This design comes from an exercise in tuning for small area, a short achievable clock period and few clock cycles on the open sky130 flow, not from production work. RTL that was checked went through simulation tests only; none was proved equivalent to the original. Power is estimated from default activity; no workload was simulated.

## P
Design TPU, start of the top module:
module TPU (
	clk,
	rst_n,
	in_valid,
	K,
	M,
	N,
	busy,
	A_index,
	A_data_out,
	B_index,
	B_data_out,
	C_wr_en,
	C_index,
	C_data_in
);
Size: about 270 I/O pins, about 68000 µm² of cells after synthesis.
clock: 10.0 ns
lec_check: 0
cap_margin: 20
core_margin: 2
core_utilization: 40
cts_cluster_diameter: 100
cts_cluster_size: 20
slew_margin: 20
synth_hierarchical: 1
synth_minimum_keep_size: 0
standard.sh (not shown) runs the stock make flow with config.mk's settings and CLKGATE_MAP_FILE= SYNTH_SCRIPT=/design/flow/synth_recipe.tcl, a recipe that flattens the netlist after the stock synthesis.
==> flow/flow/run.sh <==
#!/bin/bash
set -euo pipefail
MARGIN=$(cat flow/margin.txt)
bash standard.sh SETUP_SLACK_MARGIN=$MARGIN \
  "BUFFER_PORTS_ARGS=-inputs -outputs -buffer_cell sky130_fd_sc_hd__buf_2" \
  finish > standard.log 2>&1
==> flow/flow/margin.txt <==
6.95
### P -> Q
- a change of CORE_UTILIZATION from 40 to 50
==> flow/flow/margin.txt <==
6.8
Notes after the runs:
Q finished every stage and its layout cleared the timing, DRC and antenna checks.
P: full flow OK, the timing, DRC and antenna checks passed
The proportion of final cell area spent on non-clock buffers of Q falls short of that of P by 2.0 points.
Q against P: detailed placer's ending HPWL lower; first-pass GRT wire length down about 4%; cell area after layout fell 3.8%.
What R does differently from Q at the input level:
- changing CORE_UTILIZATION from 50 to 40
==> comparison <==
Compared with Q, R degrades worst setup slack.
Min number of clock buffers inserted by TritonCTS across Q and R: Q
Combinational power of Q is on par with R.
No run of this note included a check of the RTL's function; only the layout flow was run.

---

== build 69 ==
TPU, a different RTL version from the one above (not shown whole).
Size in the first run: about 6000 cells after synthesis, about 270 I/O pins, roughly 66000 µm² of cells after synthesis.
export LEC_CHECK = 0
export CAP_MARGIN = 20
export CORE_MARGIN = 2
export CORE_UTILIZATION = 50
export CTS_CLUSTER_DIAMETER = 100
export CTS_CLUSTER_SIZE = 20
export SLEW_MARGIN = 20
export SYNTH_HIERARCHICAL = 1
export SYNTH_MINIMUM_KEEP_SIZE = 0
create_clock -name core_clock -period 10.0 [get_ports {clk}]
==> flow/flow/margin.txt <==
6.8
Scripts as last shown in full above: flow/flow/run.sh
Testbench counts of build 69, summed over its fixed seeds: cycles 19,071.
Changes in build 56 relative to build 69:
==> flow/flow/margin.txt <==
6.9
Notes after the runs:
Summary of build 56 over build 69: routed via count divided by cell count picked up an extra 0.028, maximum ir drop on the vdd rail picked up an extra 5.0 µV.
Relative to build 69, the via count measured on build 56 has increased slightly.
Build 69 has lower share of total power in the clock network than build 56.
Diff build 56..build 69 | maximum frequency | negligible
Build 56 and build 69 ended up with roughly the same area after synthesis.
Compared with build 69, build 56 shows a higher final cell count.
In terms of final worst-path cycle share, build 56 and build 69 differ only marginally.
## Diff of input files: build 4 against build 56
==> flow/flow/margin.txt <==
6.7
Results
Comparing the two runs side by side, build 4 comes out ahead of build 56 on cell-internal power.
Re routing usage on met2: build 4 is 1.0 points down on build 56.
Between build 56 and build 4, the multi-input gate area in the final layout is lower for build 4.
Build 4 — via count 1426 lower, build 56 as reference
Taking build 56 as the reference, in build 4 area added between synthesis and finish now smaller; proportion of power drawn by flip-flops and latches +0.6 points.
Changes in build 12 relative to build 4:
==> flow/flow/margin.txt <==
6.6
## What came out
- Build 12 was carried through to the last stage, and its layout satisfied the timing, DRC and antenna checks.
- Total power draw: build 12 and build 4 compared, higher one is build 4
- Taking build 4 as the reference, in build 12 highest clock rate has decreased; length of routed met3 wiring grew by 1400 µm.
- Build 12 vs. build 4: fraction of the core area covered by cells at the end of the flow went down by 0.34 points.
- Compared with build 4, in build 12 sum of routed wire segments on met1 went up by 2.1%; worst slack at placement went up by 0.34 ns; number of gates resized after cts down 55%.
- Changes observed in build 12 relative to build 4: logic depth of the worst register-to-register path climbed 5; area added between synthesis and finish dropped 0.68 points; placed cell area barely changed.
- The clock latency at the later pin of the worst-skew pair reported for build 12 is greater than that of build 4 by 0.02 ns.

---

## run 1
Another version of the RTL of TPU (not shown whole).
Size in the first run: roughly 270 I/O pins, about 67000 sq um of cells after synthesis.
export LEC_CHECK = 0
export CAP_MARGIN = 20
export CORE_MARGIN = 2
export CORE_UTILIZATION = 40
export CTS_CLUSTER_DIAMETER = 100
export CTS_CLUSTER_SIZE = 20
export SLEW_MARGIN = 20
export SYNTH_HIERARCHICAL = 1
export SYNTH_MINIMUM_KEEP_SIZE = 0
create_clock -name core_clock -period 10.0 [get_ports {clk}]
==> flow/flow/margin.txt <==
6.65
Scripts as last shown in full above: flow/flow/run.sh
Testbench counts of run 1, summed over its fixed seeds: cycles 19,071.
#### Input delta (run 2 over run 1)
Settings: swapping 40 for 60 in CORE_UTILIZATION.
==> flow/flow/margin.txt <==
6.8
==> summary.txt <==
Between run 1 and run 2, the tightest slew margin relative to the limit does not differ in any meaningful way.
Delta (run 2 minus run 1): final period demand of the worst path decreased 0.040 ns, count of max-cap constraint violations essentially unchanged.
NOTE height of the chip run 1->run 2 decreased by more than 10%
Looking at capture point of the critical path, the c_row[20] result is from run 1; the C_data_in[52] one comes from run 2.
Critical path launch point: ctrl.last_c[2] -> run 1, c_row[41] -> run 2
Final cell count sits lower in run 2 than in run 1.
Compared with run 1, in run 2 routed wire length increased by 3.9% relative to the old numbers; part of the power in combinational logic increased 1.3 points; layout overhead on the synthesized area now larger.
Inputs modified between run 2 and run 3:
Settings: CORE_UTILIZATION: 60 -> 40.
==> flow/flow/run.sh <==
#!/bin/bash
set -euo pipefail
MARGIN=$(cat flow/margin.txt)
bash standard.sh SETUP_SLACK_MARGIN=$MARGIN finish > standard.log 2>&1
==> flow/flow/margin.txt <==
6.5
Findings:
Compare run 3 and run 2 | share of the cycle needed by the critical path after routing lower: run 2. Summary of run 3 over run 2: total length of routed wires shrank by about 5%; path length in cells of the critical path saw little to no change; non-clock buffer count decreased by 101 relative to the old numbers; met3 capacity usage during global routing dropped 1.1 points.

---

Setup of build 93:
Another version of the RTL of TPU (not shown whole).
For scale: ~1,100 flip-flops, roughly 68,000 um^2 of cells after synthesis.
// TPU
module TPU (
	clk,
	rst_n,
	in_valid,
	K,
	M,
	N,
	busy,
	A_index,
	A_data_out,
	B_index,
	B_data_out,
	C_wr_en,
	C_index,
	C_data_in
);
clock: 10.0 ns
lec_check: 0
cap_margin: 20
core_margin: 2
core_utilization: 40
slew_margin: 20
synth_hierarchical: 1
synth_minimum_keep_size: 0
==> flow/flow/run.sh <==
#!/bin/bash
set -euo pipefail
MARGIN=$(cat flow/margin.txt)
bash standard.sh SETUP_SLACK_MARGIN=$MARGIN finish > standard.log 2>&1
==> flow/flow/margin.txt <==
6.5
In summary, build 93 completed successfully, with a layout that passed the timing, DRC and antenna checks.
Testbench counts of build 93, summed over its fixed seeds: cycles 19,071.
Edits applied to the flow inputs when going from build 93 to build 62:
==> flow/flow/margin.txt <==
7.0
--- outcome ---
Number of inverters outside the clock class in the layout: build 62 > build 93. All of build 62 and build 93 finish clean. Looking at build 62 and build 93, the final setup slack of the worst path is a wash. Wire length up about 17% in build 62 wrt build 93. Max sequential share of layout area across build 62 and build 93: build 93.

---

## north
RTL: one of the versions met above, not the one the previous note started from.
Size: ~6100 cells after synthesis, about 270 I/O pins, roughly 0.067 sq mm of cells after synthesis.
Design TPU, start of the top module:
module TPU (
	clk,
	rst_n,
	in_valid,
	K,
	M,
	N,
	busy,
	A_index,
	A_data_out,
	B_index,
	B_data_out,
	C_wr_en,
	C_index,
	C_data_in
);
input            clk;
input            rst_n;
input            in_valid;
input  [7:0]     K;
input  [7:0]     M;
input  [7:0]     N;
output           busy;
output [15:0]    A_index;
input  [31:0]    A_data_out;
output [15:0]    B_index;
input  [31:0]    B_data_out;
output reg       C_wr_en;
output [15:0]    C_index;
output [127:0]   C_data_in;
wire [7:0] A_idx, B_idx, C_idx;
wire       fetch_v;
wire [3:0] first_row, wr_row;
TPU_fsm ctrl (
	.clk(clk),
	.rst_n(rst_n),
	.in_valid(in_valid),
	.K(K),
	.M(M),
	.N(N),
	.busy(busy),
	.A_idx(A_idx),
	.B_idx(B_idx),
	.fetch_v(fetch_v),
	.first_row(first_row),
	.wr_row(wr_row),
	.C_idx(C_idx)
);
assign A_index = {8'd0, A_idx};
assign B_index = {8'd0, B_idx};
assign C_index = {8'd0, C_idx};
reg [31:0] a_word, b_word;
always @(posedge clk) begin
	a_word <= fetch_v ? A_data_out : 32'd0;
	b_word <= B_data_out;
end
wire [167:0] row0, row1, row2, row3;
systolic_array sa (
	.clk(clk),
	.a_word(a_word),
	.b_word(b_word),
	.first(first_row),
	.row0(row0),
	.row1(row1),
	.row2(row2),
	.row3(row3)
);
wire [167:0] sel = ({168{wr_row[0]}} & row0) | ({168{wr_row[1]}} & row1) |
                   ({168{wr_row[2]}} & row2) | ({168{wr_row[3]}} & row3);
reg [83:0] c_row;
always @(posedge clk) begin
	if (!rst_n)
		C_wr_en <= 1'b0;
	else
		C_wr_en <= |wr_row;
	c_row[83:63] <= ~sel[167:147] + ~sel[83:63];
	c_row[62:42] <= ~sel[146:126] + ~sel[62:42];
	c_row[41:21] <= ~sel[125:105] + ~sel[41:21];
	c_row[20:0]  <= ~sel[104:84]  + ~sel[20:0];
end
assign C_data_in = {11'd0, c_row[83:63], 11'd0, c_row[62:42],
                    11'd0, c_row[41:21], 11'd0, c_row[20:0]};
endmodule
Settings: LEC_CHECK=0, CAP_MARGIN=20, CORE_MARGIN=2, CORE_UTILIZATION=40, CTS_CLUSTER_DIAMETER=100, CTS_CLUSTER_SIZE=20, SLEW_MARGIN=20, SYNTH_HIERARCHICAL=1, SYNTH_MINIMUM_KEEP_SIZE=0, TNS_END_PERCENT=50; clock period 10.0 ns.
==> flow/flow/run.sh <==
#!/bin/bash
set -euo pipefail
MARGIN=$(cat flow/margin.txt)
bash standard.sh SETUP_SLACK_MARGIN=$MARGIN \
  "BUFFER_PORTS_ARGS=-inputs -outputs -buffer_cell sky130_fd_sc_hd__buf_2" \
  finish > standard.log 2>&1
==> flow/flow/margin.txt <==
6.9
north was carried through to the last stage, and its layout satisfied the timing, DRC and antenna checks.
Testbench counts of north, summed over its fixed seeds: cycles 19,071.
> inputs changed (north -> south)
- swapping 40 for 50 in CORE_UTILIZATION
- clearing TNS_END_PERCENT, which used to be 50
==> flow/flow/margin.txt <==
6.8
==> summary.txt <==
- Compared with north, south shows cell depth of the worst flop-to-flop path higher by 8.
- south vs north: number of buffers outside the clock class in the layout down in south
- Power after layout: south < north
- Summary of south over north: required time of the worst setup path higher; final standard cell area without fillers lower; final worst-path setup slack higher; area of the die lower.
--- input diff south..east ---
- CORE_UTILIZATION changed from 50 to 40
==> flow/flow/margin.txt <==
7.0
## What came out
Relative to south, the combinational power measured on east has increased by a few percent.
Area of the die was higher in east than in south.
As far as fraction of area in clock buffers and inverters is concerned, east and south perform about the same.
east: worst slew margin relative to its limit higher than south
Summary: worst hold slack, east better than south
Looking at global routing met3 resource utilization across east and south, the one that comes out higher is east.
Compared with south, post-detailed-placement cell area in east increased slightly.
A worst setup path endpoint of C_data_in[38] is what east shows, while c_row[40] belongs to south.
Diff south -> east | minimum period implied by the final worst setup slack | increase of 55 ps
The number of buffers other than clock buffers in the final layout in south is 0.62 times that in east.

---

willow:
Starting RTL as in the previous note.
## TPU
module TPU (
	clk,
	rst_n,
	in_valid,
	K,
	M,
	N,
	busy,
	A_index,
	A_data_out,
	B_index,
	B_data_out,
	C_wr_en,
	C_index,
	C_data_in
);
input            clk;
input            rst_n;
input            in_valid;
input  [7:0]     K;
input  [7:0]     M;
input  [7:0]     N;
output           busy;
output [15:0]    A_index;
input  [31:0]    A_data_out;
output [15:0]    B_index;
input  [31:0]    B_data_out;
output reg       C_wr_en;
output [15:0]    C_index;
output [127:0]   C_data_in;
wire [7:0] A_idx, B_idx, C_idx;
wire       fetch_v;
wire [3:0] first_row, wr_row;
TPU_fsm ctrl (
	.clk(clk),
	.rst_n(rst_n),
	.in_valid(in_valid),
	.K(K),
	.M(M),
	.N(N),
	.busy(busy),
	.A_idx(A_idx),
	.B_idx(B_idx),
	.fetch_v(fetch_v),
	.first_row(first_row),
	.wr_row(wr_row),
	.C_idx(C_idx)
);
assign A_index = {8'd0, A_idx};
assign B_index = {8'd0, B_idx};
assign C_index = {8'd0, C_idx};
reg [31:0] a_word, b_word;
always @(posedge clk) begin
	a_word <= fetch_v ? A_data_out : 32'd0;
	b_word <= B_data_out;
end
wire [167:0] row0, row1, row2, row3;
systolic_array sa (
	.clk(clk),
	.a_word(a_word),
	.b_word(b_word),
	.first(first_row),
	.row0(row0),
	.row1(row1),
	.row2(row2),
	.row3(row3)
);
wire [167:0] sel = ({168{wr_row[0]}} & row0) | ({168{wr_row[1]}} & row1) |
                   ({168{wr_row[2]}} & row2) | ({168{wr_row[3]}} & row3);
reg [83:0] c_row;
always @(posedge clk) begin
	if (!rst_n)
		C_wr_en <= 1'b0;
	else
		C_wr_en <= |wr_row;
	c_row[83:63] <= ~sel[167:147] + ~sel[83:63];
	c_row[62:42] <= ~sel[146:126] + ~sel[62:42];
	c_row[41:21] <= ~sel[125:105] + ~sel[41:21];
	c_row[20:0]  <= ~sel[104:84]  + ~sel[20:0];
end
assign C_data_in = {11'd0, c_row[83:63], 11'd0, c_row[62:42],
                    11'd0, c_row[41:21], 11'd0, c_row[20:0]};
endmodule
==> flow/config.mk <==
export PLATFORM = sky130hd
export DESIGN_NAME = TPU
export DESIGN_NICKNAME = TPU
export VERILOG_FILES = /design/flow/design.v
export SDC_FILE = /design/flow/constraint.sdc
export NUM_CORES = 4
export LEC_CHECK = 0
export CAP_MARGIN = 20
export CORE_MARGIN = 2
export CORE_UTILIZATION = 40
export CTS_CLUSTER_DIAMETER = 100
export CTS_CLUSTER_SIZE = 20
export SLEW_MARGIN = 20
export SYNTH_HIERARCHICAL = 1
export SYNTH_MINIMUM_KEEP_SIZE = 0
==> flow/constraint.sdc <==
create_clock -name core_clock -period 10.0 [get_ports {clk}]
set_input_delay 2.0000 -clock core_clock [delete_from_list [all_inputs] [get_ports {clk}]]
set_output_delay 2.0000 -clock core_clock [all_outputs]
set_load 0.01 [all_outputs]
==> flow/flow/run.sh <==
#!/bin/bash
set -euo pipefail
MARGIN=$(cat flow/margin.txt)
bash standard.sh SETUP_SLACK_MARGIN=$MARGIN finish > standard.log 2>&1
==> flow/flow/margin.txt <==
6.2
willow finished every step from synthesis to the final layout, and the layout passed the timing, DRC and antenna checks.
Testbench counts of willow, summed over its fixed seeds: cycles 19,071.
Edits applied to the flow inputs when going from willow to onyx:
# willow
export LEC_CHECK = 0
export CAP_MARGIN = 20
export CORE_MARGIN = 2
export CORE_UTILIZATION = 40
export CTS_CLUSTER_DIAMETER = 100
export CTS_CLUSTER_SIZE = 20
export SLEW_MARGIN = 20
export SYNTH_HIERARCHICAL = 1
export SYNTH_MINIMUM_KEEP_SIZE = 0
create_clock -name core_clock -period 10.0 [get_ports {clk}]
# onyx
export LEC_CHECK = 0
export CAP_MARGIN = 20
export CORE_MARGIN = 2
export CORE_UTILIZATION = 50
export CTS_CLUSTER_DIAMETER = 100
export CTS_CLUSTER_SIZE = 20
export SLEW_MARGIN = 20
export SYNTH_HIERARCHICAL = 1
export SYNTH_MINIMUM_KEEP_SIZE = 0
create_clock -name core_clock -period 10.0 [get_ports {clk}]
==> flow/flow/run.sh <==
#!/bin/bash
set -euo pipefail
MARGIN=$(cat flow/margin.txt)
bash standard.sh SETUP_SLACK_MARGIN=$MARGIN \
  "BUFFER_PORTS_ARGS=-inputs -outputs -buffer_cell sky130_fd_sc_hd__buf_2" \
  finish > standard.log 2>&1
==> flow/flow/margin.txt <==
6.9
==> comparison <==
onyx vs willow, total power went up by 1.2%.
Diff willow -> onyx: power consumed by the clock network lost about 2%, endpoint arrival time on the critical path decreased by 0.52 ns relative to the old numbers.
Diff willow..onyx | sequential power | negligible
Changes observed in onyx relative to willow: combinational power +about 5%, highest clock frequency the design can meet shows an increase of about 16%.
Cell count (onyx over willow): decrease, about 3.3%
Compared with willow, in onyx time the worst path needs with I/O delays and setup went down, sequential share of layout area went down, global-route wire length before repair up about 4.4%, HPWL after detailed placement shrank by about 1.3%.
## Diff of input files: cedar against onyx
# onyx
export LEC_CHECK = 0
export CAP_MARGIN = 20
export CORE_MARGIN = 2
export CORE_UTILIZATION = 50
export CTS_CLUSTER_DIAMETER = 100
export CTS_CLUSTER_SIZE = 20
export SLEW_MARGIN = 20
export SYNTH_HIERARCHICAL = 1
export SYNTH_MINIMUM_KEEP_SIZE = 0
create_clock -name core_clock -period 10.0 [get_ports {clk}]
# cedar
export LEC_CHECK = 0
export CAP_MARGIN = 20
export CORE_MARGIN = 2
export CORE_UTILIZATION = 40
export CTS_CLUSTER_DIAMETER = 100
export CTS_CLUSTER_SIZE = 20
export SLEW_MARGIN = 20
export SYNTH_HIERARCHICAL = 1
export SYNTH_MINIMUM_KEEP_SIZE = 0
create_clock -name core_clock -period 10.0 [get_ports {clk}]
==> flow/flow/margin.txt <==
6.8
[summary]
Setup TNS: onyx vs cedar, no meaningful difference
Going from onyx to cedar, time the worst path needs with I/O delays and setup up 0.067 ns; setup fix buffers added after clock tree synthesis went down; total power went down by about 0.7%; sequential power lost about 0.7%.
cedar reports its timing startpoint of the critical path as c_row[41] while onyx reports c_row[25].

static timing again, ports no longer ideal:
How much do the figures lean on ideal ports? The routed layouts below were timed once more, with nothing changed but the port constraints. Step 1 sets driving cells, clkbuf_16 on the clock port and buf_2 on the other inputs (assumed; they add their load-dependent delay and slew). Step 2 moves the port delays by t, midway between the first and last clock arrival at a register: inputs arrive t later, outputs are due t later. That takes back most of the time a late clock gives input paths. Slacks: ideal / step 1 / step 2; pairs: ideal / step 1.
run	t, ns	setup slack, ns	cell pins on the clock port's net
P	0.790	6.797 / 6.708 / 6.417	1
Q	0.764	6.788 / 6.710 / 6.427	1
R	0.774	6.675 / 6.600 / 6.452	1
build 69	0.794	6.735 / 6.655 / 6.331	1
build 56	0.800	6.730 / 6.645 / 6.312	1
build 4	0.768	6.739 / 6.660 / 6.292	1
build 12	0.788	6.665 / 6.585 / 6.195	1
run 1	0.776	6.661 / 6.623 / 6.661	1
run 2	0.792	6.701 / 6.620 / 6.665	1
run 3	0.779	6.547 / 6.465 / 6.090	1
build 93	0.845	6.562 / 6.482 / 5.812	1
build 62	0.860	6.562 / 6.480 / 6.251	1
north	0.794	6.711 / 6.626 / 6.692	1
south	0.754	6.795 / 6.721 / 6.710	1
east	0.778	6.740 / 6.656 / 6.567	1
willow	0.776	6.251 / 6.173 / 6.161	1
onyx	0.780	6.773 / 6.690 / 6.608	1
cedar	0.802	6.706 / 6.625 / 6.631	1
After both steps setup and hold are still met in every run listed. For build 93, which loses most, drivers alone change the setup slack by -0.080 ns; drivers and shift together by -0.750 ns.
